From an optimization exercise on the open Yosys and OpenROAD flow, aimed at small area; shortcuts taken in it are not production practice. The RTL was checked by simulation tests, not by an equivalence proof against the original design. Power figures rest on the tool's default switching activity, not on a simulated workload.

==> flow/design.v (outline; a module is shown in full before it is edited, if it fits) <==
// module videoClockGenerator: 182 lines
// module vgaReceiver: 277 lines
// module scannerRGB2Bin: 26 lines
// module scannerEAN13: 420 lines
// module videoTestData: 197 lines
// module dviTransmitter: 141 lines
// module videoScanPipe: 158 lines
module videoScanPipe (
    input iClk,
    input iRst,
    input iVgaHsync,
    input iVgaVsync,
    input [7:0] iVgaDataRed,
    input [7:0] iVgaDataGreen,
    input [7:0] iVgaDataBlue,
    input [10:0] iHsyncOffset,
    input [9:0] iVsyncOffset,
    input [7:0] iThreshRed,
    input [7:0] iThreshGreen,
    input [7:0] iThreshBlue,
    input iTestData,
    output oDviDe,
    output oDviHsync,
    output oDviVsync,
    output [11:0] oDviData,
    output [51:0] oScannerDataCode,
    output [10:0] oScannerVpixel,
    output oScannerNewData
);
  // ...
==> flow/run.sh <==
#!/bin/bash
# synth_recipe.tcl (not shown) runs the flow's synth.tcl, then flattens the netlist and writes it again
# the make line also repeats each setting of config.mk as NAME=value (left out here)
make -C /OpenROAD-flow-scripts/flow DESIGN_CONFIG=/design/flow/config.mk WORK_HOME=/design/flow/orfs CLKGATE_MAP_FILE= SYNTH_SCRIPT=/design/flow/synth_recipe.tcl finish
==> flow/config.mk <==
export PLATFORM = sky130hd
export DESIGN_NAME = videoScanPipe
export DESIGN_NICKNAME = videoScanPipe
export VERILOG_FILES = /design/flow/design.v
export SDC_FILE = /design/flow/constraint.sdc
export NUM_CORES = 4
export LEC_CHECK = 0
export CAP_MARGIN = 20
export CORE_MARGIN = 2
export CORE_UTILIZATION = 40
export SLEW_MARGIN = 20
==> flow/constraint.sdc <==
create_clock -name core_clock -period 8.0 [get_ports {iClk}]
set_input_delay 1.6000 -clock core_clock [delete_from_list [all_inputs] [get_ports {iClk}]]
set_output_delay 1.6000 -clock core_clock [all_outputs]
set_load 0.01 [all_outputs]
==> reports/metrics.cfg, run 1 <==
[status]
status=complete, no violations

[timing]
tns_ps=0
period_needed_ps=5240
clock_skew_ps=18.2

[clock_tree]
post_cts_buffers=0
cts-htree-levels=1

[pwr]
power_density_mw_per_mm2=177
pg_comb_mw=0.203
p_leak_nw=7.81
p_switching_mw=0.744
power.share.clock=0.451
seq_power_share=0.487

[placement]
hpwl_um=24600
port_buffers=152

[layout]
diodes=0
largest-register=scannerEAN13.oDataCode
design_area_mm2=0.0187
drive_above_1_share=0.0714

[logic_synthesis]
ys.flop_type=dfrtp_1
synthArstFlopShare=0.601
synth.largest_area_cell=dfrtp_1
syn_area_mm2=0.0156
synth_top_cell_area_share=0.270
synth_edf_count=111

[drt]
wl_per_cell_um=15.2
ant_nets=0

[die]
dieHeight_um=201
fp.dieW_um=201
ioPinCount=153
nWellTaps=518

[critical_path]
slowest_delay_ps=730
startpoint=iThreshRed[1]
crit_cells=13

[global_routing]
grtUsageMet1=0.232
grt_max_degree=67

==> module videoScanPipe, before the edit <==
module videoScanPipe (
    input iClk,
    input iRst,
    input iVgaHsync,
    input iVgaVsync,
    input [7:0] iVgaDataRed,
    input [7:0] iVgaDataGreen,
    input [7:0] iVgaDataBlue,
    input [10:0] iHsyncOffset,
    input [9:0] iVsyncOffset,
    input [7:0] iThreshRed,
    input [7:0] iThreshGreen,
    input [7:0] iThreshBlue,
    input iTestData,
    output oDviDe,
    output oDviHsync,
    output oDviVsync,
    output [11:0] oDviData,
    output [51:0] oScannerDataCode,
    output [10:0] oScannerVpixel,
    output oScannerNewData
);
localparam H_ACTIVE = 800;
localparam H_FRONT_PORCH = 40;
localparam H_SYNC = 128;
localparam H_BACK_PORCH = 88;
localparam H_TOTAL = H_ACTIVE + H_FRONT_PORCH + H_SYNC + H_BACK_PORCH;
localparam V_ACTIVE = 600;
localparam V_FRONT_PORCH = 1;
localparam V_SYNC = 4;
localparam V_BACK_PORCH = 23;
localparam V_TOTAL = V_ACTIVE + V_FRONT_PORCH + V_SYNC + V_BACK_PORCH;
wire vgaSync, vgaActive;
wire [7:0] vgaDataRed, vgaDataGreen, vgaDataBlue;
wire scannerVideoSync, scannerVideoActive;
wire scannerVideoModule, scannerVideoMarker, scannerVideoDigit;
reg [7:0] scannerVideoRed, scannerVideoGreen, scannerVideoBlue;
wire binVideoSync, binVideoActive;
wire binVideoData;
wire videoMuxSync, videoMuxActive;
wire [7:0] videoMuxDataRed, videoMuxDataGreen, videoMuxDataBlue;
vgaReceiver #(
    .H_ACTIVE(H_ACTIVE),
    .H_TOTAL(H_TOTAL),
    .V_ACTIVE(V_ACTIVE),
    .V_TOTAL(V_TOTAL)
) vgaReceiverInst (
    .iClk(iClk),
    .iRst(iRst),
    .iHsync(iVgaHsync),
    .iVsync(iVgaVsync),
    .iDataRed(iVgaDataRed),
    .iDataGreen(iVgaDataGreen),
    .iDataBlue(iVgaDataBlue),
    .iHsyncOffset({1'b0, iHsyncOffset}),
    .iVsyncOffset({1'b0, iVsyncOffset}),
    .oPixelSync(vgaSync),
    .oPixelActive(vgaActive),
    .oDataRed(vgaDataRed),
    .oDataGreen(vgaDataGreen),
    .oDataBlue(vgaDataBlue)
);
scannerRGB2Bin scannerRGB2BinInst (
    .iClk(iClk),
    .iRst(iRst),
    .iPixelSync(vgaSync),
    .iPixelActive(vgaActive),
    .iDataRed(vgaDataRed),
    .iDataGreen(vgaDataGreen),
    .iDataBlue(vgaDataBlue),
    .iThreshRed(iThreshRed),
    .iThreshGreen(iThreshGreen),
    .iThreshBlue(iThreshBlue),
    .oPixelSync(binVideoSync),
    .oPixelActive(binVideoActive),
    .oDataBin(binVideoData)
);
scannerEAN13 #(
    .H_ACTIVE(H_ACTIVE),
    .H_TOTAL(H_TOTAL),
    .V_ACTIVE(V_ACTIVE),
    .V_TOTAL(V_TOTAL),
    .MIN_MODULE_WIDTH(3),
    .MAX_MODULE_WIDTH(8),
    .TOL_MODULE_WIDTH(1)
) scannerEAN13 (
    .iClk(iClk),
    .iRst(iRst),
    .iPixelSync(binVideoSync),
    .iPixelActive(binVideoActive),
    .iPixelData(binVideoData),
    .oPixelSync(scannerVideoSync),
    .oPixelActive(scannerVideoActive),
    .oVideoModule(scannerVideoModule),
    .oVideoMarker(scannerVideoMarker),
    .oVideoDigit(scannerVideoDigit),
    .oDataCode(oScannerDataCode),
    .oVpixel(oScannerVpixel),
    .oNewData(oScannerNewData)
);
always @* begin
    scannerVideoRed = {8{scannerVideoMarker}};
    scannerVideoGreen = {8{scannerVideoDigit}};
    scannerVideoBlue = 0;
    if(scannerVideoModule) begin
        scannerVideoRed = {1'b0, scannerVideoRed[7:1]};
        scannerVideoGreen = {1'b0, scannerVideoGreen[7:1]};
        scannerVideoBlue = {1'b0, scannerVideoBlue[7:1]};
    end
    else begin
        scannerVideoRed = {2'b1, scannerVideoRed[7:1]};
        scannerVideoGreen = {2'b1, scannerVideoGreen[7:1]};
        scannerVideoBlue = {2'b1, scannerVideoBlue[7:1]};
    end
end
videoTestData #(
    .H_ACTIVE(H_ACTIVE),
    .H_TOTAL(H_TOTAL),
    .V_ACTIVE(V_ACTIVE),
    .V_TOTAL(V_TOTAL)
) videoTestDataInst (
    .iClk(iClk),
    .iRst(iRst),
    .iPixelSync(scannerVideoSync),
    .iPixelActive(scannerVideoActive),
    .iDataRed(scannerVideoRed),
    .iDataGreen(scannerVideoGreen),
    .iDataBlue(scannerVideoBlue),
    .iTestData(iTestData),
    .oPixelSync(videoMuxSync),
    .oPixelActive(videoMuxActive),
    .oDataRed(videoMuxDataRed),
    .oDataGreen(videoMuxDataGreen),
    .oDataBlue(videoMuxDataBlue)
);
dviTransmitter #(
    .H_ACTIVE(H_ACTIVE),
    .H_FRONT_PORCH(H_FRONT_PORCH),
    .H_SYNC(H_SYNC),
    .H_BACK_PORCH(H_BACK_PORCH),
    .V_ACTIVE(V_ACTIVE),
    .V_FRONT_PORCH(V_FRONT_PORCH),
    .V_SYNC(V_SYNC),
    .V_BACK_PORCH(V_BACK_PORCH)
) dviTransmitterInst (
    .iClk(iClk),
    .iRst(iRst),
    .iPixelSync(videoMuxSync),
    .iPixelActive(videoMuxActive),
    .iDataRed(videoMuxDataRed),
    .iDataGreen(videoMuxDataGreen),
    .iDataBlue(videoMuxDataBlue),
    .oData(oDviData),
    .oHsync(oDviHsync),
    .oVsync(oDviVsync),
    .oDe(oDviDe)
);
endmodule
==> run 2, diff against run 1 <==
==> flow/design.v (replaced) <==
module videoScanPipe (
    input iClk,
    input iRst,
    input iVgaHsync,
    input iVgaVsync,
    input [7:0] iVgaDataRed,
    input [7:0] iVgaDataGreen,
    input [7:0] iVgaDataBlue,
    input [10:0] iHsyncOffset,
    input [9:0] iVsyncOffset,
    input [7:0] iThreshRed,
    input [7:0] iThreshGreen,
    input [7:0] iThreshBlue,
    input iTestData,
    output reg oDviDe,
    output reg oDviHsync,
    output reg oDviVsync,
    output reg [11:0] oDviData,
    output reg [51:0] oScannerDataCode,
    output [10:0] oScannerVpixel,
    output reg oScannerNewData
);
reg [3:0] hsSt, vsSt;
reg rSub;
reg [11:0] rH;
reg [10:0] rV;
reg rSync, rAct, rBin;
wire hsDet = hsSt == 4'd8;
wire vsDet = vsSt == 4'd8;
wire rHEnd = rH == 12'd1055;
wire rIn = rV < 11'd600 && rH < 12'd800;
function [3:0] syncNext;
    input [3:0] k;
    input b;
    begin
        if(k[3])
            syncNext = b ? 4'd0 : 4'd1;
        else if(k[2]) begin
            if(b) syncNext = k + 4'd1;
            else syncNext = (k == 4'd4) ? 4'd4 : 4'd1;
        end
        else
            syncNext = b ? 4'd0 : k + 4'd1;
    end
endfunction
always @(posedge iClk or posedge iRst) begin
    if(iRst) begin
        hsSt <= 4'd4;
        vsSt <= 4'd4;
        rSub <= 0;
        rH <= 0;
        rV <= 0;
        rSync <= 0;
        rAct <= 0;
        rBin <= 0;
    end
    else begin
        hsSt <= syncNext(hsSt, iVgaHsync);
        vsSt <= syncNext(vsSt, iVgaVsync);
        rSub <= ~rSub;
        if(hsDet) begin
            rH <= 12'd800 + {1'b0, iHsyncOffset};
            rSub <= 1;
        end
        else if(rSub) begin
            rH <= rHEnd ? 12'd0 : rH + 12'd1;
        end
        if(vsDet) begin
            rV <= 11'd600 + {1'b0, iVsyncOffset};
        end
        else if(rHEnd && rSub) begin
            rV <= (rV == 11'd627) ? 11'd0 : rV + 11'd1;
        end
        rSync <= rSub && rHEnd && rV == 11'd627;
        rAct <= rIn;
        if(rIn) begin
            if(!rSub)
                rBin <= iVgaDataRed > iThreshRed || iVgaDataGreen > iThreshGreen || iVgaDataBlue > iThreshBlue;
        end
        else begin
            rBin <= 0;
        end
    end
end
reg aSub;
reg [10:0] aH;
reg [9:0] aV;
reg aSync, aAct;
wire aHEnd = aH[10] & (&aH[4:0]);                        
wire aVEnd = aV[9] & aV[6] & aV[5] & aV[4] & aV[1] & aV[0];  
assign oScannerVpixel = {1'b0, aV};
always @(posedge iClk or posedge iRst) begin
    if(iRst) begin
        aSub <= 0;
        aH <= 0;
        aV <= 0;
        aSync <= 0;
        aAct <= 0;
    end
    else begin
        aSync <= aSub && aHEnd && aVEnd;
        aAct <= aH < 11'd800 && aV < 10'd600;
        aSub <= ~aSub;
        if(rSync) begin
            aH <= 0;
            aV <= 0;
            aSub <= 0;
        end
        else if(aSub) begin
            if(aHEnd) begin
                aH <= 0;
                aV <= aVEnd ? 10'd0 : aV + 10'd1;
            end
            else begin
                aH <= aH + 11'd1;
            end
        end
    end
end
localparam IDLE = 3'd0, MARKER_START = 3'd1, MARKER_MID = 3'd2, MARKER_END = 3'd3,
        GROUP_FIRST = 3'd4, GROUP_SECOND = 3'd5;
reg [2:0] state;
reg [2:0] newState;
reg nextModule;
reg nextDigit;
reg dataPrev;
reg [2:0] moduleIndex;
reg [2:0] digitIndex;
reg [3:0] pxIndex;
reg [2:0] moduleMaxIndex;
reg [1:0] blackPxCount;       
reg [5:0] digitDataBuffer;
reg [4:0] groupDigitsTypeBuffer;
reg oVideoModule, oVideoMarker, oVideoDigit;
wire iData = ~rBin;
wire dataRising = !dataPrev && iData;
wire dataFalling = dataPrev && !iData;
wire inGroup = state == GROUP_FIRST || state == GROUP_SECOND;
wire pxAtMax = pxIndex == {1'b0, moduleMaxIndex};
wire [6:0] digitData = {digitDataBuffer, blackPxCount >= moduleMaxIndex[2:1]};
wire [4:0] mmLo = {2'b0, moduleMaxIndex} - 5'd1;
wire [4:0] mmHi = {2'b0, moduleMaxIndex} + 5'd1;
reg [3:0] digitDecoded;
reg isG;
wire [5:0] groupDigitsType = {groupDigitsTypeBuffer, ~isG};
always @* begin
    newState = IDLE;
    nextModule = 0;
    nextDigit = 0;
    case(state)
        IDLE:
            if(dataRising) begin
                newState = MARKER_START;
                nextModule = 1;
            end
        MARKER_START:
            if(pxIndex[3]) begin
                newState = IDLE;
            end
            else if((moduleIndex[0] && dataRising) || (!moduleIndex[0] && dataFalling)) begin
                if((moduleIndex[1:0] != 0 && ({1'b0, pxIndex} < mmLo || {1'b0, pxIndex} > mmHi))
                    || pxIndex < 4'd2) begin
                    newState = IDLE;
                end
                else if(moduleIndex[1:0] != 2'b10) begin
                    newState = MARKER_START;
                    nextModule = 1;
                end
                else begin
                    newState = GROUP_FIRST;
                    nextModule = 1;
                end
            end
            else begin
                newState = MARKER_START;
            end
        GROUP_FIRST, GROUP_SECOND: begin
            newState = state;
            if(pxAtMax) begin
                nextModule = 1;
                if(moduleIndex == 3'd6) begin
                    nextDigit = 1;
                    if(digitIndex == 3'd5)
                        newState = (state == GROUP_FIRST) ? MARKER_MID : MARKER_END;
                end
            end
        end
        MARKER_MID:
            if(pxAtMax) begin
                nextModule = 1;
                newState = (moduleIndex == 3'd4) ? GROUP_SECOND : MARKER_MID;
            end
            else begin
                newState = MARKER_MID;
            end
        MARKER_END:
            if(pxAtMax) begin
                nextModule = 1;
                newState = (moduleIndex == 3'd2) ? IDLE : MARKER_END;
            end
            else begin
                newState = MARKER_END;
            end
        default: begin
            newState = IDLE;
            nextModule = 1;
        end
    endcase
end
always @(posedge iClk or posedge iRst) begin
    if(iRst) begin
        state <= IDLE;
        dataPrev <= 1;
        oScannerNewData <= 0;
    end
    else begin
        oScannerNewData <= 0;
        if(rAct) begin
            if(!aSub) begin
                dataPrev <= iData;
                state <= newState;
                if(inGroup && nextDigit && state == GROUP_SECOND && digitIndex == 3'd5)
                    oScannerNewData <= 1;
            end
        end
        else begin
            state <= IDLE;
            dataPrev <= 1;
        end
    end
end
always @(posedge iClk) begin
    if(rAct && !aSub) begin
        pxIndex <= pxIndex + 4'd1;
        if(state == IDLE) begin
            moduleMaxIndex <= 0;
        end
        else if(state == MARKER_START && nextModule) begin
            if(moduleIndex == 3'd0)
                moduleMaxIndex <= pxIndex[2:0];
            else if(moduleIndex == 3'd1)
                moduleMaxIndex <= ({1'b0, moduleMaxIndex} + pxIndex) >> 1;
        end
        if(state == IDLE) begin
            moduleIndex <= 0;
            pxIndex <= 0;
            digitIndex <= 0;
        end
        else if(newState != IDLE) begin
            if(state != newState) begin
                digitIndex <= 0;
                moduleIndex <= 0;
                pxIndex <= 0;
            end
            else if(nextDigit) begin
                pxIndex <= 0;
                moduleIndex <= 0;
                digitIndex <= digitIndex + 3'd1;
            end
            else if(nextModule) begin
                pxIndex <= 0;
                moduleIndex <= moduleIndex + 3'd1;
            end
        end
        if(!inGroup || nextModule)
            blackPxCount <= 0;
        else if(dataPrev && blackPxCount != 2'd3)
            blackPxCount <= blackPxCount + 2'd1;
        if(inGroup && nextModule) begin
            digitDataBuffer <= digitData[5:0];
            if(nextDigit) begin
                oScannerDataCode[47:0] <= {oScannerDataCode[43:0], digitDecoded};
                groupDigitsTypeBuffer <= groupDigitsType[4:0];
                if(state == GROUP_FIRST && digitIndex == 3'd5) begin
                    case (groupDigitsType)
                        6'b111111: oScannerDataCode[51:48] <= 4'd0;
                        6'b110100: oScannerDataCode[51:48] <= 4'd1;
                        6'b110010: oScannerDataCode[51:48] <= 4'd2;
                        6'b110001: oScannerDataCode[51:48] <= 4'd3;
                        6'b101100: oScannerDataCode[51:48] <= 4'd4;
                        6'b100110: oScannerDataCode[51:48] <= 4'd5;
                        6'b100011: oScannerDataCode[51:48] <= 4'd6;
                        6'b101010: oScannerDataCode[51:48] <= 4'd7;
                        6'b101001: oScannerDataCode[51:48] <= 4'd8;
                        6'b100101: oScannerDataCode[51:48] <= 4'd9;
                        default: oScannerDataCode[51:48] <= 4'hF;
                    endcase
                end
            end
        end
    end
end
always @(posedge iClk) begin
    oVideoMarker <= state == MARKER_START || state == MARKER_MID || state == MARKER_END;
    oVideoModule <= dataPrev;
    oVideoDigit <= inGroup && digitIndex[0];
end
always @* begin
    case(digitData)
        7'b0001101: {isG, digitDecoded} = {1'b0, 4'd0};
        7'b0011001: {isG, digitDecoded} = {1'b0, 4'd1};
        7'b0010011: {isG, digitDecoded} = {1'b0, 4'd2};
        7'b0111101: {isG, digitDecoded} = {1'b0, 4'd3};
        7'b0100011: {isG, digitDecoded} = {1'b0, 4'd4};
        7'b0110001: {isG, digitDecoded} = {1'b0, 4'd5};
        7'b0101111: {isG, digitDecoded} = {1'b0, 4'd6};
        7'b0111011: {isG, digitDecoded} = {1'b0, 4'd7};
        7'b0110111: {isG, digitDecoded} = {1'b0, 4'd8};
        7'b0001011: {isG, digitDecoded} = {1'b0, 4'd9};
        7'b0100111: {isG, digitDecoded} = {1'b1, 4'd0};
        7'b0110011: {isG, digitDecoded} = {1'b1, 4'd1};
        7'b0011011: {isG, digitDecoded} = {1'b1, 4'd2};
        7'b0100001: {isG, digitDecoded} = {1'b1, 4'd3};
        7'b0011101: {isG, digitDecoded} = {1'b1, 4'd4};
        7'b0111001: {isG, digitDecoded} = {1'b1, 4'd5};
        7'b0000101: {isG, digitDecoded} = {1'b1, 4'd6};
        7'b0010001: {isG, digitDecoded} = {1'b1, 4'd7};
        7'b0001001: {isG, digitDecoded} = {1'b1, 4'd8};
        7'b0010111: {isG, digitDecoded} = {1'b1, 4'd9};
        7'b1110010: {isG, digitDecoded} = {1'b0, 4'd0};
        7'b1100110: {isG, digitDecoded} = {1'b0, 4'd1};
        7'b1101100: {isG, digitDecoded} = {1'b0, 4'd2};
        7'b1000010: {isG, digitDecoded} = {1'b0, 4'd3};
        7'b1011100: {isG, digitDecoded} = {1'b0, 4'd4};
        7'b1001110: {isG, digitDecoded} = {1'b0, 4'd5};
        7'b1010000: {isG, digitDecoded} = {1'b0, 4'd6};
        7'b1000100: {isG, digitDecoded} = {1'b0, 4'd7};
        7'b1001000: {isG, digitDecoded} = {1'b0, 4'd8};
        7'b1110100: {isG, digitDecoded} = {1'b0, 4'd9};
        default: {isG, digitDecoded} = {1'b0, 4'd0};
    endcase
end
reg bSub;
reg [10:0] bH;
reg [9:0] bV;
reg bSync, bAct;
reg [8:0] frameIndex;
wire bHEnd = bH[10] & (&bH[4:0]);
wire bVEnd = bV[9] & bV[6] & bV[5] & bV[4] & bV[1] & bV[0];
always @(posedge iClk or posedge iRst) begin
    if(iRst) begin
        bSub <= 0;
        bH <= 0;
        bV <= 0;
        bSync <= 0;
        bAct <= 0;
        frameIndex <= 0;
    end
    else begin
        bSync <= bSub && bHEnd && bVEnd;
        bAct <= bH < 11'd800 && bV < 10'd600;
        bSub <= ~bSub;
        if(aSync) begin
            bH <= 0;
            bV <= 0;
            bSub <= 0;
            frameIndex <= frameIndex + 9'd1;
        end
        else if(bSub) begin
            if(bHEnd) begin
                bH <= 0;
                bV <= bVEnd ? 10'd0 : bV + 10'd1;
            end
            else begin
                bH <= bH + 11'd1;
            end
        end
    end
end
reg [2:0] tpRGB;
reg tpGray;
always @* begin
    tpGray = 0;
    if(bV == 0 || bV == 599 || bH == 0 || bH == 799)
        tpRGB = 3'b111;
    else if(bV == 1 || bV == 598 || bH == 1 || bH == 798)
        tpRGB = 3'b000;
    else if((1 < bV && bV <= 4) || (595 <= bV && bV < 598)
            || (1 < bH && bH <= 4) || (795 <= bH && bH < 798))
        tpRGB = 3'b111;
    else if((1 < bV && bV <= 7) || (592 <= bV && bV < 595)
            || (1 < bH && bH <= 7) || (792 <= bH && bH < 795))
        tpRGB = 3'b000;
    else if(bH <= 105) tpRGB = 3'b100;
    else if(bH <= 203) tpRGB = 3'b010;
    else if(bH <= 301) tpRGB = 3'b001;
    else if(bH <= 497) begin tpRGB = 3'b111; tpGray = 1; end
    else if(bH <= 595) tpRGB = 3'b110;
    else if(bH <= 693) tpRGB = 3'b011;
    else if(bH <= 791) tpRGB = 3'b101;
    else tpRGB = 3'b000;
end
wire [7:0] grayLum = frameIndex[7:0] ^ {8{frameIndex[8] ^ (bH > 399)}};
reg [2:0] pixEn;
reg [7:0] pixLum;
always @(posedge iClk) begin
    if(!bSub) begin
        if(aAct) begin
            if(iTestData) begin
                pixEn <= tpRGB;
                pixLum <= tpGray ? grayLum : 8'hFF;
            end
            else begin
                pixEn <= {oVideoMarker, oVideoDigit, 1'b0};
                pixLum <= {~oVideoModule, 7'h7F};
            end
        end
        else begin
            pixEn <= 0;
            pixLum[7] <= 0;
        end
    end
end
wire [7:0] pixR = {pixLum[7] & (pixEn[2] | ~iTestData), {7{pixEn[2]}} & pixLum[6:0]};
wire [7:0] pixG = {pixLum[7] & (pixEn[1] | ~iTestData), {7{pixEn[1]}} & pixLum[6:0]};
wire [7:0] pixB = {pixLum[7] & (pixEn[0] | ~iTestData), {7{pixEn[0]}} & pixLum[6:0]};
reg cSub;
reg [10:0] cH;
reg [9:0] cV;
wire cHEnd = cH[10] & (&cH[4:0]);
wire cVEnd = cV[9] & cV[6] & cV[5] & cV[4] & cV[1] & cV[0];
always @(posedge iClk or posedge iRst) begin
    if(iRst) begin
        cSub <= 0;
        cH <= 0;
        cV <= 0;
        oDviData <= 0;
        oDviHsync <= 1;
        oDviVsync <= 1;
        oDviDe <= 0;
    end
    else begin
        cSub <= ~cSub;
        if(bSync) begin
            cH <= 0;
            cV <= 0;
            cSub <= 0;
        end
        else if(cSub) begin
            if(cHEnd) begin
                cH <= 0;
                cV <= cVEnd ? 10'd0 : cV + 10'd1;
            end
            else begin
                cH <= cH + 11'd1;
            end
        end
        if(cH == 11'd840 && !cSub)
            oDviHsync <= 0;
        else if(cH == 11'd968 && !cSub)
            oDviHsync <= 1;
        if(cV == 10'd601 && !cSub)
            oDviVsync <= 0;
        else if(cV == 10'd605 && !cSub)
            oDviVsync <= 1;
        oDviDe <= bAct;
        if(bAct)
            oDviData <= cSub ? {pixR, pixG[7:4]} : {pixG[3:0], pixB};
        else
            oDviData <= 0;
    end
end
endmodule
==> flow/flow/run.sh (new file) <==
#!/bin/bash
# Standard layout, with two changes: synthesis leaves adders to ABC (no
# half/full adder cell extraction), and CTS inserts no dummy loads.
set -euo pipefail
bash standard.sh ADDER_MAP_FILE= synth > synth.log 2>&1
bash standard.sh ADDER_MAP_FILE= \
  "CTS_ARGS=-sink_clustering_enable -repair_clock_nets -dont_use_dummy_load" \
  finish > layout.log 2>&1
==> flow/standard.sh (new file) <==
#!/bin/bash
# synth_recipe.tcl (not shown) runs the flow's synth.tcl, then flattens the netlist and writes it again
# the make line also repeats each setting of config.mk as NAME=value (left out here)
make -C /OpenROAD-flow-scripts/flow DESIGN_CONFIG=/design/flow/config.mk WORK_HOME=/design/flow/orfs CLKGATE_MAP_FILE= SYNTH_SCRIPT=/design/flow/synth_recipe.tcl "${@:-finish}"
removed: flow/run.sh
==> reports/metrics.cfg, run 2 <==
[status]
status=complete, no violations  ; unchanged

[clock_tree]
clock_sinks=226  ; was 286
numCtsBuffers=27  ; was 31
post_cts_buffers=0  ; unchanged
clk_pin_slew_worst_paths_ps=50  ; was 60 ps
cts_root_buf=clkbuf_16  ; unchanged
cts.path.max_buffers=3  ; unchanged
cts-htree-levels=1  ; unchanged
ctsResizeCount=0  ; unchanged
cts_tree=yes  ; unchanged
clock_latency_ps=520  ; was 570 ps
cts_hold_buf=0  ; unchanged

[layout]
area_growth_pct=20.0  ; was 19.9%
fin_nets=1447  ; was 1828
multiInputGateArea_mm2=0.00544  ; was 0.00737 mm²
mostFrequentLayoutCells=151 x clkdlybuf4s50_1, 148 x nor2_1, 129 x dfrtp_1, 127 x nand2_1, 98 x o21ai_0  ; was 168 x dfrtp_1, 152 x clkdlybuf4s50_1, 148 x nor2_1, 135 x nand2_1, 111 x edfxtp_1
drive_above_1_share=0.0532  ; was 0.0714
top_regs=oScannerDataCode (52), oDviData (12), rH (12)
seqCellArea_mm2=0.00609  ; was 0.00770 mm²
stdcell_count=1761  ; was 2227
largest-register=oScannerDataCode  ; was scannerEAN13.oDataCode
largest_register_ffs=52  ; unchanged
diodes=0  ; unchanged
layout_commonest_cell=clkdlybuf4s50_1  ; was dfrtp_1
fillers=2780  ; was 3643

[timing]
setup_viol=0  ; unchanged
clock_skew_ps=15.4  ; was 18.2 ps
post-route-period-util=0.441  ; was 0.655
period_needed_ps=3530  ; was 5240 ps
tns_ps=0  ; unchanged
hold_ws_ps=442  ; was 371 ps
maxSlewHeadroom=0.378  ; was 0.393
hold_viol=0  ; unchanged
slew_violations=0  ; unchanged
fmax_ghz=0.283  ; was 0.191 GHz
tightest_slew_ps=919  ; was 907 ps
rsz0062_at_grt=no  ; unchanged

[critical_path]
critPathKind=reg -> reg  ; was in -> reg
critPathSlowestCell=nor4b_1  ; was and2_2
arrival_ps=3660  ; was 5490 ps
crit_top_cell=a21oi_1
cp-end-kind=register  ; unchanged
path_max_fanout=15  ; was 35
path_buf_inv=0  ; was 3
crit_path_cell_trace=xor2_1 -> nor4_2 -> a21oi_1 -> a21oi_1 -> a31oi_1 -> nor3b_2 -> nor4b_1  ; was clkdlybuf4s50_1 -> inv_1 -> ha_1 -> nor2b_1 -> o211ai_1 -> a21oi_1 -> o22ai_1 -> nand3_1 -> o311ai_2 -> a21o_1 -> and4_1 -> and2_2 -> buf_4
crit_required_ps=8130  ; was 8250 ps
critical-path-top-delay-family=simple AND/OR/NAND/NOR gates  ; unchanged
slowest_delay_ps=810  ; was 730 ps
critPathLaunchType=register  ; was input pin

[placement]
dp.cells=1734  ; was 2169
port_buffers=151  ; was 152
hpwl_um=17600  ; was 24600 µm
gp_routability_congestion=0.876  ; was 0.873

[global_routing]
grt.overflow.total=0  ; unchanged
grt_pass1_wl_um=41800  ; was 57500 µm
grt_pass1_vias=8539  ; was 11402
antenna_found_initial=0  ; unchanged
track_usage=0.158  ; was 0.168
grt_max_degree=75  ; was 67

[die]
dieHeight_um=177  ; was 201 µm
dieArea_mm2=0.0315  ; was 0.0406 mm²
fp.dieW_um=177  ; was 201 µm
design.core.area_mm2=0.0296  ; was 0.0386 mm²
initial_core_util=0.406  ; was 0.404
fp-row-count=63  ; was 72
ioPinCount=153  ; unchanged

[pwr]
power_density_mw_per_mm2=179  ; was 177 mW/mm²
p_leak_nw=5.61  ; was 7.81 nW
vdd_drop_max_uv=137  ; was 176 µV

[drt]
wl_met1_um=11400  ; was 15500 µm
drt_first_pass_iters=5  ; unchanged
met3WireLength_um=1080  ; was 2000 µm
wl_met2_um=12000  ; was 15900 µm
drt-vias-per-instance=5.32  ; was 5.29
wl_per_cell_um=14.2  ; was 15.2 µm
top_layer_used=met4  ; unchanged
drc=0  ; unchanged
ant_nets=0  ; unchanged
wl_um=25000  ; was 34000 µm
vias=9360  ; was 11783
drt_iter0_markers=562  ; was 830

[logic_synthesis]
syn_area_mm2=0.0120  ; was 0.0156 mm²
avgSynthCellArea_um2=9.59  ; was 10.1 µm²
synth.most_common_cell=nor2_1  ; was dfrtp_1
ys.flop_type=dfrtp_1  ; unchanged
synth_fp_nets=1328  ; was 1692
synth_top_cell_area_share=0.268  ; was 0.270
syn_inst=1254  ; was 1548
netlist-cell-type-count=91  ; was 96
ys_top_cells_by_count=148 x nor2_1, 129 x dfrtp_1, 127 x nand2_1  ; was 168 x dfrtp_1, 149 x nor2_1, 135 x nand2_1
synthArstFlopShare=0.593  ; was 0.601
ys_seq_elements=226  ; was 286
synth-warning-count=1  ; was 7
ys_top_cells_by_area=dfrtp_1 27%, edfxtp_1 22%, nor2_1 4.6%, xnor2_1 4.2%, o21ai_0 4.1%  ; was dfrtp_1 27%, edfxtp_1 21%, ha_1 5.5%, nor2_1 3.6%, nand2_1 3.3%
synth_edf_count=89  ; was 111
seq_area_frac_synth=0.506  ; was 0.494
synth.largest_area_cell=dfrtp_1  ; unchanged

[min_path]
hold_class=reg -> reg  ; unchanged

[job]
cap_violations=0  ; unchanged

[run 2: worst paths after layout]
| path | slack, ps | cells past startpoint | from | to |
|---|---|---|---|---|
| max in group asynchronous | 5370 | 3 | iRst | rAct |
| max | 4470 | 7 | pxIndex[2] | oScannerDataCode[49] |
| max reg2reg | 4470 | 7 | pxIndex[2] | oScannerDataCode[49] |
| min reg2reg | 440 | 0 | oScannerDataCode[10] | oScannerDataCode[14] |
| min in group asynchronous | 1520 | 2 | iRst | cV[6] |
| min | 440 | 0 | oScannerDataCode[10] | oScannerDataCode[14] |
[run 2: kinds of logic (layout without fill, tap and decap cells)]
| logic type | after synthesis | after routing | share of synthesized area |
|---|---|---|---|
| and+or+nand+nor | 504 | 504 | 0.211 |
| AOI/OAI and AO/OA | 287 | 287 | 0.150 |
| DFF | 226 | 226 | 0.506 |
| buffers and inverters | 116 | 233 | 0.0423 |
| xor gates and xnor gates | 101 | 101 | 0.0735 |
| adders and majority gates | 13 | 13 | 0.0109 |
| muxes | 6 | 6 | 0.00520 |
| other | 1 | 1 | 0.000312 |
[run 2: per-stage QoR]
stage / util / area (µm²) / total power, mW / setup slack [ps]
after detailed placement: 0.464 / 13800 / 1.61 / 4120
after global placement: 0.464 / 13800 / 1.60 / 4150
after floorplan: - / 12000 / 1.52 / 2830
after CTS: 0.487 / 14400 / 2.63 / 4420
final: 0.487 / 14400 / 2.59 / 4470
after global routing: 0.487 / 14400 / 2.72 / 4030
[run 2: cell type report]
class / instances / area share
timing repair buffer: 156 / 0.108
clock buffer: 27 / 0.0468
sequential: 226 / 0.422
tap: 390 / 0.0338
multi-input combinational: 912 / 0.376
inverter: 50 / 0.0133
[run 2: per-layer routing]
metal,vias up,track usage
met5,-,0
met4,0,0.0369
met3,35,0.0229
met2,211,0.263
met1,4428,0.216
li1,4686,-
[run 2: power by group]
group / leakage [nW] / internal [mW] / switching, mW
Combinational: 2.66 / 0.129 / 0.114
Clock: 0.333 / 0.586 / 0.414
Sequential: 2.62 / 1.26 / 0.0815
Total: 5.61 / 1.98 / 0.610
==> run 3, diff against run 2 <==
--- a/flow/flow/run.sh
+++ b/flow/flow/run.sh
@@ -4,5 +4,5 @@
 set -euo pipefail
 bash standard.sh ADDER_MAP_FILE= synth > synth.log 2>&1
 bash standard.sh ADDER_MAP_FILE= \
-  "CTS_ARGS=-sink_clustering_enable -repair_clock_nets -dont_use_dummy_load" \
+  "CTS_ARGS=-sink_clustering_enable -repair_clock_nets -dont_use_dummy_load -buf_list sky130_fd_sc_hd__clkbuf_8 -sink_clustering_size 30" \
   finish > layout.log 2>&1
==> reports/metrics.cfg, run 3 <==
[die]
design.core.area_mm2=0.0296  ; unchanged
fp-row-count=63  ; unchanged
ioPinCount=153  ; unchanged
dieHeight_um=177  ; unchanged
initial_core_util=0.406  ; unchanged
dieArea_mm2=0.0315  ; unchanged
fp.dieW_um=177  ; unchanged

[placement]
hpwl_um=17600  ; unchanged
gp_routability_congestion=0.876  ; unchanged
pre_cts_slack_ps=4120  ; unchanged
dp.cells=1734  ; unchanged
port_buffers=151  ; unchanged
place_area_mm2=0.0138  ; unchanged

[timing]
clock_skew_ps=60.5  ; was 15.4 ps
setup_viol=0  ; unchanged
hold_ws_ps=432  ; was 442 ps
tns_ps=0  ; unchanged
setup_slack_ps=4500  ; was 4470 ps
post-route-period-util=0.438  ; was 0.441
tightest_slew_ps=916  ; was 919 ps
fmax_ghz=0.286  ; was 0.283 GHz
maxSlewHeadroom=0.385  ; was 0.378
rsz0062_at_grt=no  ; unchanged
hold_viol=0  ; unchanged
slew_violations=0  ; unchanged
period_needed_ps=3500  ; was 3530 ps

[clock_tree]
cts.path.max_buffers=3  ; unchanged
cts_hold_buf=0  ; unchanged
clock_latency_ps=530  ; was 520 ps
clock_sinks=226  ; unchanged
ctsResizeCount=0  ; unchanged
clk_pin_slew_worst_paths_ps=50  ; about the same
cts-htree-levels=2  ; was 1
cts_root_buf=clkbuf_8  ; was clkbuf_16
numCtsBuffers=41  ; was 27
post_cts_buffers=0  ; unchanged
cts_tree=yes  ; unchanged

[drt]
drt_first_pass_iters=7  ; was 5
wl_um=25200  ; was 25000 µm
vias=9372  ; was 9360
wl_per_cell_um=14.2  ; about the same
ant_nets=0  ; unchanged
drt-vias-per-instance=5.28  ; was 5.32
drc=0  ; unchanged
drt_iter0_markers=511  ; was 562

[logic_synthesis]
synth-warning-count=1  ; unchanged
avgSynthCellArea_um2=9.59  ; unchanged
ys_top_cells_by_count=148 x nor2_1, 129 x dfrtp_1, 127 x nand2_1  ; unchanged
synth_fp_nets=1328  ; unchanged
ys.flop_type=dfrtp_1  ; unchanged
netlist-cell-type-count=91  ; unchanged
synth.most_common_cell=nor2_1  ; unchanged
seq_area_frac_synth=0.506  ; unchanged
synth_top_cell_area_share=0.268  ; unchanged
synth.largest_area_cell=dfrtp_1  ; unchanged
syn_area_mm2=0.0120  ; unchanged
synth_edf_count=89  ; unchanged
ys_top_cells_by_area=dfrtp_1 27%, edfxtp_1 22%, nor2_1 4.6%, xnor2_1 4.2%, o21ai_0 4.1%  ; unchanged
synthArstFlopShare=0.593  ; unchanged
ys_seq_elements=226  ; unchanged
syn_inst=1254  ; unchanged

[layout]
mostFrequentLayoutCells=151 x clkdlybuf4s50_1, 148 x nor2_1, 129 x dfrtp_1, 127 x nand2_1, 98 x o21ai_0  ; unchanged
design_area_mm2=0.0143  ; was 0.0144 mm²
area_growth_pct=19.1  ; was 20.0%
stdcell_count=1775  ; was 1761
top_regs=oScannerDataCode (52), oDviData (12), rH (12)  ; unchanged
layout_commonest_cell=clkdlybuf4s50_1  ; unchanged
drive_above_1_share=0.0628  ; was 0.0532
diodes=0  ; unchanged
largest_register_ffs=52  ; unchanged
final_core_util=0.483  ; was 0.487
largest-register=oScannerDataCode  ; unchanged
fin_nets=1461  ; was 1447

[pwr]
power.share.clock=0.351  ; was 0.387
switching_share=0.247  ; was 0.236
seq_power_share=0.550  ; was 0.519
p_leak_nw=5.57  ; was 5.61 nW
p_switching_mw=0.604  ; was 0.610 mW
total_power_mw=2.44  ; was 2.59 mW
power_frac_comb=0.099  ; was 0.094
p_int_mw=1.84  ; was 1.98 mW
vdd_drop_max_uv=114  ; was 137 µV
power_density_mw_per_mm2=171  ; was 179 mW/mm²

[job]
cap_violations=0  ; unchanged

[critical_path]
path_buf_inv=1  ; was 0
critPathKind=reg -> reg  ; unchanged
critPathSlowestCell=edfxtp_1  ; was nor4b_1
slowest_delay_ps=590  ; was 810 ps
path_max_fanout=53  ; was 15
crit_path_cell_trace=xor2_1 -> nor4_2 -> a21oi_1 -> a21oi_1 -> a31oi_1 -> nor3b_2 -> and2_2 -> buf_4  ; was xor2_1 -> nor4_2 -> a21oi_1 -> a21oi_1 -> a31oi_1 -> nor3b_2 -> nor4b_1
cp-end-kind=register  ; unchanged
critPathLaunchType=register  ; unchanged
critical-path-top-delay-family=simple AND/OR/NAND/NOR gates  ; unchanged
arrival_ps=3650  ; was 3660 ps
crit_required_ps=8150  ; was 8130 ps
crit_top_cell=a21oi_1  ; unchanged

[global_routing]
grt.overflow.total=0  ; unchanged
antenna_found_initial=0  ; unchanged
grt_max_degree=75  ; unchanged
grt_pass1_wl_um=42100  ; was 41800 µm
grt_pass1_vias=8720  ; was 8539
track_usage=0.159  ; was 0.158

[status]
status=complete, no violations  ; unchanged

[min_path]
hold_class=reg -> reg  ; unchanged

==> run 3: cell counts after synthesis <==
No cell type changed its count.
==> run 3: cell families (layout without fill, tap and decap cells) <==
| group | Yosys count | after routing | share of synthesized area |
|---|---|---|---|
| adder cells (fa/ha/maj) | 13 | 13 | 0.0109 |
| AND/OR/NAND/NOR | 504 | 504 | 0.211 |
| other | 1 | 1 | 0.000312 |
| buffers and inverters | 116 | 247 | 0.0423 |
| flip-flops | 226 | 226 | 0.506 |
| AO/OA/AOI/OAI | 287 | 287 | 0.150 |
| multiplexers | 6 | 6 | 0.00520 |
| XOR/XNOR | 101 | 101 | 0.0735 |
==> run 3: final cells by class <==
class / count / area (µm²)
fill: 2805 / 15300
clock buffer: 41 / 564
tap: 390 / 488
sequential: 226 / 6090
multi-input combinational: 912 / 5440
timing repair buffer: 156 / 1550
inverter: 50 / 193
==> run 3: path summary, 6_finish.rpt <==
check | slack, ps | depth (start not counted) | start | to
min in group asynchronous | 1530 | 2 | iRst | aV[3]
setup reg to reg | 4500 | 8 | pxIndex[2] | oScannerDataCode[47]
setup / recovery | 4500 | 8 | pxIndex[2] | oScannerDataCode[47]
hold reg to reg | 430 | 0 | oScannerDataCode[19] | oScannerDataCode[23]
max in group asynchronous | 5330 | 3 | iRst | rH[9]
hold / removal | 430 | 0 | oScannerDataCode[19] | oScannerDataCode[23]
==> run 3: layer usage <==
| metal | track usage | wire (µm) | vias to the layer above |
|---|---|---|---|
| li1 | - | - | 4713 |
| met1 | 0.213 | 11500 | 4403 |
| met2 | 0.264 | 12000 | 210 |
| met3 | 0.0285 | 1120 | 46 |
| met4 | 0.0471 | 525 | 0 |
| met5 | 0 | 0 | - |
==> run 3: power groups by stage <==
stage / combinational (mW) / clock (mW) / sequential, mW
after CTS: 0.246 / 0.898 / 1.34
final: 0.242 / 0.858 / 1.34
after floorplan: 0.187 / 0 / 1.33
after global routing: 0.284 / 0.949 / 1.35
after global placement: 0.241 / 0 / 1.36
after detailed placement: 0.245 / 0 / 1.36
==> run 4, diff against run 3 <==
==> flow/flow/run.sh (replaced) <==
#!/bin/bash
# Standard layout, with two changes: synthesis leaves adders to ABC (no
# half/full adder cell extraction), and CTS inserts no dummy loads.
set -euo pipefail
bash standard.sh ADDER_MAP_FILE= synth > synth.log 2>&1
bash standard.sh ADDER_MAP_FILE= \
  "CTS_ARGS=-sink_clustering_enable -repair_clock_nets -dont_use_dummy_load -buf_list sky130_fd_sc_hd__clkbuf_4" \
  finish > layout.log 2>&1
==> reports/metrics.cfg, run 4 <==
[logic_synthesis]
synth_fp_nets=1328  ; unchanged
synth.largest_area_cell=dfrtp_1  ; unchanged
ys.flop_type=dfrtp_1  ; unchanged
synthArstFlopShare=0.593  ; unchanged
seq_area_frac_synth=0.506  ; unchanged
syn_area_mm2=0.0120  ; unchanged
ys_top_cells_by_count=148 x nor2_1, 129 x dfrtp_1, 127 x nand2_1  ; unchanged
synth.most_common_cell=nor2_1  ; unchanged
syn_inst=1254  ; unchanged
avgSynthCellArea_um2=9.59  ; unchanged
synth_edf_count=89  ; unchanged
ys_seq_elements=226  ; unchanged
ys_top_cells_by_area=dfrtp_1 27%, edfxtp_1 22%, nor2_1 4.6%, xnor2_1 4.2%, o21ai_0 4.1%  ; unchanged
netlist-cell-type-count=91  ; unchanged
synth-warning-count=1  ; unchanged
synth_top_cell_area_share=0.268  ; unchanged

[timing]
period_needed_ps=3510  ; was 3500 ps
fmax_ghz=0.285  ; was 0.286 GHz
clock_skew_ps=105  ; was 60.5 ps
rsz0062_at_grt=no  ; unchanged
post-route-period-util=0.439  ; was 0.438
maxSlewHeadroom=0.386  ; was 0.385
tns_ps=0  ; unchanged
hold_viol=0  ; unchanged
tightest_slew_ps=915  ; was 916 ps
slew_violations=0  ; unchanged
setup_viol=0  ; unchanged

[drt]
vias=9514  ; was 9372
wl_per_cell_um=14.1  ; was 14.2 µm
wl_um=25200  ; about the same
drt_iter0_markers=505  ; was 511
drt_first_pass_iters=5  ; was 7
drc=0  ; unchanged
drt-vias-per-instance=5.30  ; was 5.28
ant_nets=0  ; unchanged

[global_routing]
grt_pass1_wl_um=42200  ; was 42100 µm
grt_pass1_vias=8824  ; was 8720
antenna_found_initial=1  ; was 0
track_usage=0.160  ; was 0.159
grt_max_degree=75  ; unchanged
grt.overflow.total=0  ; unchanged

[clock_tree]
clk_pin_slew_worst_paths_ps=70  ; was 50 ps
cts-htree-levels=2  ; unchanged
clock_sinks=226  ; unchanged
cts_tree=yes  ; unchanged
post_cts_buffers=0  ; unchanged
cts.path.max_buffers=3  ; unchanged
numCtsBuffers=59  ; was 41
ctsResizeCount=0  ; unchanged
clock_latency_ps=680  ; was 530 ps
cts_hold_buf=0  ; unchanged
cts_root_buf=clkbuf_4  ; was clkbuf_8

[critical_path]
path_max_fanout=53  ; unchanged
arrival_ps=3760  ; was 3650 ps
critPathLaunchType=register  ; unchanged
critPathKind=reg -> reg  ; unchanged
cp-end-kind=register  ; unchanged
crit_required_ps=8250  ; was 8150 ps

[die]
dieHeight_um=177  ; unchanged
design.core.area_mm2=0.0296  ; unchanged
initial_core_util=0.406  ; unchanged
dieArea_mm2=0.0315  ; unchanged
ioPinCount=153  ; unchanged
fp.dieW_um=177  ; unchanged
fp-row-count=63  ; unchanged

[status]
status=complete, no violations  ; unchanged

[layout]
drive_above_1_share=0.0748  ; was 0.0628
mostFrequentLayoutCells=151 x clkdlybuf4s50_1, 148 x nor2_1, 129 x dfrtp_1, 127 x nand2_1, 98 x o21ai_0  ; unchanged
top_regs=oScannerDataCode (52), oDviData (12), rH (12)  ; unchanged
fin_nets=1479  ; was 1461
area_growth_pct=18.1  ; was 19.1%
fillers=2817  ; was 2805
largest-register=oScannerDataCode  ; unchanged
largest_register_ffs=52  ; unchanged
layout_commonest_cell=clkdlybuf4s50_1  ; unchanged

[placement]
hpwl_um=17600  ; unchanged
gp_routability_congestion=0.876  ; unchanged
port_buffers=151  ; unchanged

[pwr]
power_density_mw_per_mm2=163  ; was 171 mW/mm²
p_leak_nw=5.55  ; was 5.57 nW
total_power_mw=2.32  ; was 2.44 mW
vdd_drop_max_uv=126  ; was 114 µV

[min_path]
hold_class=reg -> reg  ; unchanged

[job]
cap_violations=0  ; unchanged

run 4: logic make-up after synthesis:
| logic type | Yosys count | share of synthesized area |
|---|---|---|
| simple gates | 504 | 0.211 |
| compound gates | 287 | 0.150 |
| flops | 226 | 0.506 |
| buf+inv | 116 | 0.0423 |
| xor+xnor | 101 | 0.0735 |
| fa+ha+maj | 13 | 0.0109 |
| mux | 6 | 0.00520 |
| other cells | 1 | 0.000312 |
run 4: where the power goes:
group	internal, mW	switching (mW)
combinational	0.129	0.114
sequential	1.26	0.0821
clock	0.331	0.402
total	1.72	0.598
run 4: worst max-delay path, cell delays in order, from the launching register on:
cell,delay (ps)
edfxtp_1,600
xor2_1,270
nor4_2,500
a21oi_1,140
a21oi_1,170
a31oi_1,120
nor3b_2,560
and2_2,250
buf_4,530
run 4: per-stage QoR:
stage               utilization  worst slack (ps)  hold WS (ps)  std cells  area, µm²
floorplan                     -              2830           379       1254      12000
global placement          0.464              4150           427       1734      13800
detailed placement        0.464              4120           431       1734      13800
CTS                       0.479              4430           388       1793      14200
global route              0.479              4060           420       1794      14200
finish                    0.479              4490           412       1794      14200
run 4: per-layer routing:
layer	share of wire	global-route usage
met1	0.45	0.213
met3	0.048	0.0311
met2	0.47	0.261
met5	0	0
met4	0.024	0.0557
run 4: final cells by class:
class | instances | area [µm²] | share of cell area
antenna | 1 | 2.50 | 0.000176
clock buffer | 59 | 443 | 0.0312
sequential | 226 | 6090 | 0.429
tap | 390 | 488 | 0.0343
timing repair buffer | 156 | 1550 | 0.109
multi-input combinational | 912 | 5440 | 0.383
inverter | 50 | 193 | 0.0136
run 4: worst paths after layout:
kind                            depth (start not counted)                 start                        to  slack [ps]
max in group asynchronous                               3                  iRst                      rSub        5450
worst max-delay path                                    8            pxIndex[2]  groupDigitsTypeBuffer[4]        4490
worst min-delay path                                    0  oScannerDataCode[19]      oScannerDataCode[23]         410
worst max register to register                          8            pxIndex[2]  groupDigitsTypeBuffer[4]        4490
worst min register to register                          0  oScannerDataCode[19]      oScannerDataCode[23]         410
min in group asynchronous                               2                  iRst                     cV[5]        1360
==> run 5, diff against run 4 <==
==> flow/flow/run.sh (replaced) <==
#!/bin/bash
# Standard layout, with two changes: synthesis leaves adders to ABC (no
# half/full adder cell extraction), and CTS inserts no dummy loads.
set -euo pipefail
bash standard.sh ADDER_MAP_FILE= synth > synth.log 2>&1
bash standard.sh ADDER_MAP_FILE= \
  "CTS_ARGS=-sink_clustering_enable -repair_clock_nets -dont_use_dummy_load -buf_list sky130_fd_sc_hd__clkbuf_4 -sink_buffer_max_cap_derate 0.5" \
  finish > layout.log 2>&1
==> reports/metrics.cfg, run 5 <==
[logic_synthesis]
synth.most_common_cell=nor2_1  ; unchanged
synth_fp_nets=1328  ; unchanged
synthArstFlopShare=0.593  ; unchanged
seq_area_frac_synth=0.506  ; unchanged
syn_area_mm2=0.0120  ; unchanged
synth.largest_area_cell=dfrtp_1  ; unchanged
ys_seq_elements=226  ; unchanged
synth_edf_count=89  ; unchanged
syn_inst=1254  ; unchanged
avgSynthCellArea_um2=9.59  ; unchanged
ys.flop_type=dfrtp_1  ; unchanged
ys_top_cells_by_area=dfrtp_1 27%, edfxtp_1 22%, nor2_1 4.6%, xnor2_1 4.2%, o21ai_0 4.1%  ; unchanged
synth-warning-count=1  ; unchanged
synth_top_cell_area_share=0.268  ; unchanged
netlist-cell-type-count=91  ; unchanged
ys_top_cells_by_count=148 x nor2_1, 129 x dfrtp_1, 127 x nand2_1  ; unchanged

[placement]
gp_routability_congestion=0.876  ; unchanged
hpwl_um=17600  ; unchanged
port_buffers=151  ; unchanged
pre_cts_slack_ps=4120  ; unchanged
dp.cells=1734  ; unchanged

[critical_path]
critPathKind=reg -> reg  ; unchanged
crit_top_cell=a21oi_1  ; unchanged
crit_path_cell_trace=xor2_1 -> nor4_2 -> a21oi_1 -> a21oi_1 -> a31oi_1 -> nor3b_2 -> and2_2 -> buf_4  ; unchanged
crit_required_ps=8250  ; about the same
slowest_delay_ps=600  ; about the same
r2r_end=groupDigitsTypeBuffer[4]  ; unchanged
critPathLaunchType=register  ; unchanged
rrSetupSlack_ps=4490  ; about the same
path_max_fanout=53  ; unchanged
reg2reg_depth=8  ; unchanged
cp-end-kind=register  ; unchanged
startpoint=pxIndex[2]  ; unchanged
critPathSlowestCell=edfxtp_1  ; unchanged
arrival_ps=3760  ; about the same
reg2reg_from=pxIndex[2]  ; unchanged

[min_path]
min_path_cells=0  ; unchanged
hold_end=oScannerDataCode[23]  ; unchanged
worstHoldStart=oScannerDataCode[19]  ; unchanged
hold_class=reg -> reg  ; unchanged

[clock_tree]
clock_latency_ps=680  ; about the same
cts.path.max_buffers=3  ; unchanged
cts_hold_buf=0  ; unchanged
clk_pin_slew_worst_paths_ps=70  ; about the same
cts_root_buf=clkbuf_4  ; unchanged
cts-htree-levels=2  ; unchanged
clock_sinks=226  ; unchanged
cts_tree=yes  ; unchanged
ctsResizeCount=0  ; unchanged
numCtsBuffers=59  ; unchanged
post_cts_buffers=0  ; unchanged

[layout]
stdcell_count=1794  ; unchanged
top_regs=oScannerDataCode (52), oDviData (12), rH (12)  ; unchanged
mostFrequentLayoutCells=151 x clkdlybuf4s50_1, 148 x nor2_1, 129 x dfrtp_1, 127 x nand2_1, 98 x o21ai_0  ; unchanged
fillers=2817  ; unchanged
layout_commonest_cell=clkdlybuf4s50_1  ; unchanged
largest-register=oScannerDataCode  ; unchanged
drive_above_1_share=0.0748  ; unchanged
largest_register_ffs=52  ; unchanged
area_growth_pct=18.1  ; unchanged
fin_nets=1479  ; unchanged

[drt]
drt-vias-per-instance=5.30  ; unchanged
wl_per_cell_um=14.1  ; unchanged
drt_first_pass_iters=5  ; unchanged
drc=0  ; unchanged
drt_iter0_markers=505  ; unchanged
wl_um=25200  ; unchanged
ant_nets=0  ; unchanged
vias=9514  ; unchanged

[global_routing]
grt_pass1_vias=8824  ; unchanged
grt_max_degree=75  ; unchanged
track_usage=0.160  ; unchanged
antenna_found_initial=1  ; unchanged
grt.overflow.total=0  ; unchanged
grt_pass1_wl_um=42200  ; unchanged

[pwr]
p_switching_mw=0.598  ; unchanged
switching_share=0.258  ; unchanged
vdd_drop_max_uv=126  ; unchanged
p_int_mw=1.72  ; unchanged
p_leak_nw=5.55  ; unchanged
total_power_mw=2.32  ; unchanged
power.share.clock=0.316  ; about the same
power_frac_comb=0.104  ; about the same
seq_power_share=0.579  ; about the same
power_density_mw_per_mm2=163  ; unchanged

[die]
initial_core_util=0.406  ; unchanged
fp.dieW_um=177  ; unchanged
dieArea_mm2=0.0315  ; unchanged
ioPinCount=153  ; unchanged
dieHeight_um=177  ; unchanged
design.core.area_mm2=0.0296  ; unchanged
fp-row-count=63  ; unchanged

[status]
status=complete, no violations  ; unchanged

[timing]
clock_skew_ps=105  ; unchanged
tightest_slew_ps=915  ; unchanged
setup_slack_ps=4490  ; unchanged
slew_violations=0  ; unchanged
tns_ps=0  ; unchanged
setup_viol=0  ; unchanged
hold_viol=0  ; unchanged
fmax_ghz=0.285  ; unchanged
period_needed_ps=3510  ; unchanged
post-route-period-util=0.439  ; unchanged
maxSlewHeadroom=0.386  ; unchanged
rsz0062_at_grt=no  ; unchanged

[job]
cap_violations=0  ; unchanged

run 5: critical path: cells and delay by family (launching register included):
family	cells	cell delay, ps
buffers and inverters	1	530
and+or+nand+nor	3	1310
DFF	1	600
AOI/OAI and AO/OA	3	430
xor gates and xnor gates	1	270
run 5: how the worst max path moves through the flow:
| stage | endpoint | slack (ps) |
|---|---|---|
| 6_report | groupDigitsTypeBuffer[4] | 4490 |
| 5_1_grt | oScannerDataCode[49] | 4060 |
| 4_1_cts | groupDigitsTypeBuffer[1] | 4430 |
| 3_5_place_dp | rBin | 4120 |
| 3_3_place_gp | rBin | 4150 |
| 2_1_floorplan | aAct | 2830 |
run 5: cell type report:
class	count	area [µm²]	share of cell area
Antenna cell	1	2.50	0.000176
Multi-Input combinational cell	912	5440	0.383
Sequential cell	226	6090	0.429
Timing Repair Buffer	156	1550	0.109
Clock buffer	59	443	0.0312
Tap cell	390	488	0.0343
Inverter	50	193	0.0136
run 5: through the flow:
| stage | area (µm²) | util | hold WS (ps) |
|---|---|---|---|
| after floorplan | 12000 | - | 379 |
| after global placement | 13800 | 0.464 | 427 |
| after detailed placement | 13800 | 0.464 | 431 |
| after CTS | 14200 | 0.479 | 388 |
| after global routing | 14200 | 0.479 | 420 |
| final | 14200 | 0.479 | 412 |
run 5: power by group through the flow:
stage,logic (mW),clock network (mW),registers (mW)
2_1_floorplan,0.187,0,1.33
3_3_place_gp,0.241,0,1.36
3_5_place_dp,0.245,0,1.36
4_1_cts,0.246,0.775,1.34
5_1_grt,0.284,0.834,1.35
6_report,0.242,0.733,1.34
run 5: logic make-up after synthesis:
kind of cell,synth area share
mux,0.00520
simple gates,0.211
buf+inv,0.0423
flops,0.506
fa+ha+maj,0.0109
compound gates,0.150
xor+xnor,0.0735
other cells,0.000312
run 5: layer usage:
metal,global-route usage,vias to the layer above,part of all wire
li1,-,4777,-
met1,0.213,4453,0.45
met2,0.261,233,0.47
met3,0.0311,51,0.048
met4,0.0557,0,0.024
met5,0,-,0
==> run 6, diff against run 5 <==
==> flow/flow/run.sh (replaced) <==
#!/bin/bash
# Standard layout, with two changes: synthesis leaves adders to ABC (no
# half/full adder cell extraction), and CTS inserts no dummy loads.
set -euo pipefail
bash standard.sh ADDER_MAP_FILE= synth > synth.log 2>&1
bash standard.sh ADDER_MAP_FILE= \
  "CTS_ARGS=-sink_clustering_enable -repair_clock_nets -dont_use_dummy_load -buf_list sky130_fd_sc_hd__clkbuf_4 -sink_clustering_size 8 -sink_clustering_max_diameter 60" \
  finish > layout.log 2>&1
==> reports/metrics.cfg, run 6 <==
[clock_tree]
post_cts_buffers=0  ; unchanged
cts_hold_buf=0  ; unchanged
cts_root_buf=clkbuf_4  ; unchanged
cts-htree-levels=2  ; unchanged
numCtsBuffers=35  ; was 59
cts_tree=yes  ; unchanged
clock_latency_ps=630  ; was 680 ps
ctsResizeCount=0  ; unchanged
cts.path.max_buffers=3  ; unchanged
clk_pin_slew_worst_paths_ps=80  ; was 70 ps
clock_sinks=226  ; unchanged

[pwr]
total_power_mw=2.16  ; was 2.32 mW
p_leak_nw=5.43  ; was 5.55 nW
power_density_mw_per_mm2=154  ; was 163 mW/mm²
vdd_drop_max_uv=95.3  ; was 126 µV

[placement]
hpwl_um=17600  ; unchanged
place_area_mm2=0.0138  ; unchanged
gp_routability_congestion=0.876  ; unchanged
port_buffers=151  ; unchanged
dp.cells=1734  ; unchanged

[layout]
drive_above_1_share=0.0587  ; was 0.0748
design_area_mm2=0.0140  ; was 0.0142 mm²
mostFrequentLayoutCells=151 x clkdlybuf4s50_1, 148 x nor2_1, 129 x dfrtp_1, 127 x nand2_1, 98 x o21ai_0  ; unchanged
stdcell_count=1770  ; was 1794
layout_commonest_cell=clkdlybuf4s50_1  ; unchanged
area_growth_pct=16.6  ; was 18.1%
fin_nets=1455  ; was 1479
largest-register=oScannerDataCode  ; unchanged
final_core_util=0.473  ; was 0.479
largest_register_ffs=52  ; unchanged
top_regs=oScannerDataCode (52), oDviData (12), rH (12)  ; unchanged

[global_routing]
grt_pass1_wl_um=41800  ; was 42200 µm
grt.overflow.total=0  ; unchanged
track_usage=0.159  ; was 0.160
grt_max_degree=75  ; unchanged
antenna_found_initial=1  ; unchanged
grt_pass1_vias=8594  ; was 8824

[timing]
rsz0062_at_grt=no  ; unchanged
tns_ps=0  ; unchanged
post-route-period-util=0.435  ; was 0.439
period_needed_ps=3480  ; was 3510 ps
hold_viol=0  ; unchanged
tightest_slew_ps=915  ; about the same
slew_violations=0  ; unchanged
maxSlewHeadroom=0.385  ; was 0.386
clock_skew_ps=76.3  ; was 105 ps
fmax_ghz=0.287  ; was 0.285 GHz
setup_viol=0  ; unchanged

[critical_path]
critPathKind=reg -> reg  ; unchanged
rrSetupSlack_ps=4520  ; was 4490 ps
cp-end-kind=register  ; unchanged
slowest_delay_ps=800  ; was 600 ps
reg2reg_depth=7  ; was 8
reg2reg_from=pxIndex[2]  ; unchanged
path_max_fanout=15  ; was 53
r2r_end=oScannerDataCode[49]  ; was groupDigitsTypeBuffer[4]
startpoint=pxIndex[2]  ; unchanged
crit_required_ps=8220  ; was 8250 ps
arrival_ps=3700  ; was 3760 ps
critPathLaunchType=register  ; unchanged
crit_top_cell=a21oi_1  ; unchanged
crit_path_cell_trace=xor2_1 -> nor4_2 -> a21oi_1 -> a21oi_1 -> a31oi_1 -> nor3b_2 -> nor4b_1  ; was xor2_1 -> nor4_2 -> a21oi_1 -> a21oi_1 -> a31oi_1 -> nor3b_2 -> and2_2 -> buf_4
critPathSlowestCell=nor4b_1  ; was edfxtp_1

[drt]
wl_um=25000  ; was 25200 µm
ant_nets=0  ; unchanged
drc=0  ; unchanged
vias=9360  ; was 9514
drt-vias-per-instance=5.29  ; was 5.30
drt_iter0_markers=599  ; was 505
wl_per_cell_um=14.1  ; about the same
drt_first_pass_iters=7  ; was 5

[logic_synthesis]
synth.most_common_cell=nor2_1  ; unchanged
syn_area_mm2=0.0120  ; unchanged
ys_top_cells_by_area=dfrtp_1 27%, edfxtp_1 22%, nor2_1 4.6%, xnor2_1 4.2%, o21ai_0 4.1%  ; unchanged
netlist-cell-type-count=91  ; unchanged
avgSynthCellArea_um2=9.59  ; unchanged
synth.largest_area_cell=dfrtp_1  ; unchanged
ys_seq_elements=226  ; unchanged
synth_fp_nets=1328  ; unchanged
ys.flop_type=dfrtp_1  ; unchanged
synthArstFlopShare=0.593  ; unchanged
ys_top_cells_by_count=148 x nor2_1, 129 x dfrtp_1, 127 x nand2_1  ; unchanged
syn_inst=1254  ; unchanged
synth-warning-count=1  ; unchanged
seq_area_frac_synth=0.506  ; unchanged
synth_top_cell_area_share=0.268  ; unchanged
synth_edf_count=89  ; unchanged

[die]
fp-row-count=63  ; unchanged
ioPinCount=153  ; unchanged
initial_core_util=0.406  ; unchanged
design.core.area_mm2=0.0296  ; unchanged
dieArea_mm2=0.0315  ; unchanged
dieHeight_um=177  ; unchanged
fp.dieW_um=177  ; unchanged

[min_path]
hold_end=oScannerDataCode[32]  ; was oScannerDataCode[23]
worstHoldStart=oScannerDataCode[28]  ; was oScannerDataCode[19]
hold_class=reg -> reg  ; unchanged
min_path_cells=0  ; unchanged

[job]
cap_violations=0  ; unchanged

[status]
status=complete, no violations  ; unchanged

-- run 6: cell type report --
class	count	area (µm²)
Fill cell	2827	15600
Sequential cell	226	6090
Multi-Input combinational cell	912	5440
Timing Repair Buffer	156	1550
Tap cell	390	488
Clock buffer	35	263
Inverter	50	193
Antenna cell	1	2.50
-- run 6: logic make-up (layout without fill, tap and decap cells) --
group / count (synthesis) / count (layout) / synth area share
flops: 226 / 226 / 0.506
xor+xnor: 101 / 101 / 0.0735
fa+ha+maj: 13 / 13 / 0.0109
mux: 6 / 6 / 0.00520
buf+inv: 116 / 241 / 0.0423
compound gates: 287 / 287 / 0.150
simple gates: 504 / 504 / 0.211
other cells: 1 / 2 / 0.000312
-- run 6: power by group --
| part | switching, mW | internal, mW | leakage, nW | total [mW] |
|---|---|---|---|---|
| Combinational | 0.114 | 0.129 | 2.66 | 0.243 |
| Sequential | 0.0818 | 1.26 | 2.62 | 1.34 |
| Clock | 0.371 | 0.202 | 0.161 | 0.573 |
-- run 6: worst max-delay path: cells and delay by family, from the launching register on --
family / cells / cell delay (ps)
and+or+nand+nor: 3 / 1840
DFF: 1 / 600
AOI/OAI and AO/OA: 3 / 420
xor gates and xnor gates: 1 / 270
-- run 6: routing by layer --
metal | share of wire | GRT usage | vias up
li1 | - | - | 4706
met1 | 0.46 | 0.217 | 4400
met2 | 0.48 | 0.262 | 211
met3 | 0.042 | 0.0244 | 43
met4 | 0.022 | 0.0485 | 0
met5 | 0 | 0 | -
-- run 6: per-stage QoR --
step	worst slack [ps]	hold slack (ps)
6_report	4520	414
5_1_grt	4050	448
4_1_cts	4450	427
3_5_place_dp	4120	431
3_3_place_gp	4150	427
2_1_floorplan	2830	379
-- run 6: worst max path at each step --
stage	end	slack, ps	depth (start not counted)
floorplan	aAct	2830	1
global placement	rBin	4150	9
detailed placement	rBin	4120	9
CTS	oScannerDataCode[49]	4450	7
global route	oScannerDataCode[49]	4050	8
finish	oScannerDataCode[49]	4520	7

==> afterwards: timing with drivers on the ports <==
No port has a modelled driver above. Below, the same layouts with a new extraction and two added sets of constraints. Step 1 sets driving cells, clkbuf_16 on the clock port and buf_2 on the other inputs (assumed; they add their load-dependent delay and slew). Step 2 also shifts input and output timing later by t, the mid clock arrival at the registers, as if the neighbouring blocks saw the same clock. Slacks: no drivers / after step 1 / after step 2; pairs: no drivers / after step 1.
run	t (ns)	setup WS [ns]	worst setup path after step 2
run 1	0.607	2.759 / 2.786 / 2.179	input to register
run 2	0.557	4.468 / 4.468 / 4.129	input to register
run 3	0.540	4.500 / 4.500 / 4.107	input to register
run 4	0.676	4.486 / 4.486 / 4.071	input to register
run 5	0.676	4.486 / 4.486 / 4.071	input to register
run 6	0.638	4.517 / 4.517 / 4.116	input to register
After both steps every run listed still meets setup and hold. For run 1, which loses most, drivers alone change the setup slack by +0.027 ns; drivers and shift together by -0.580 ns.
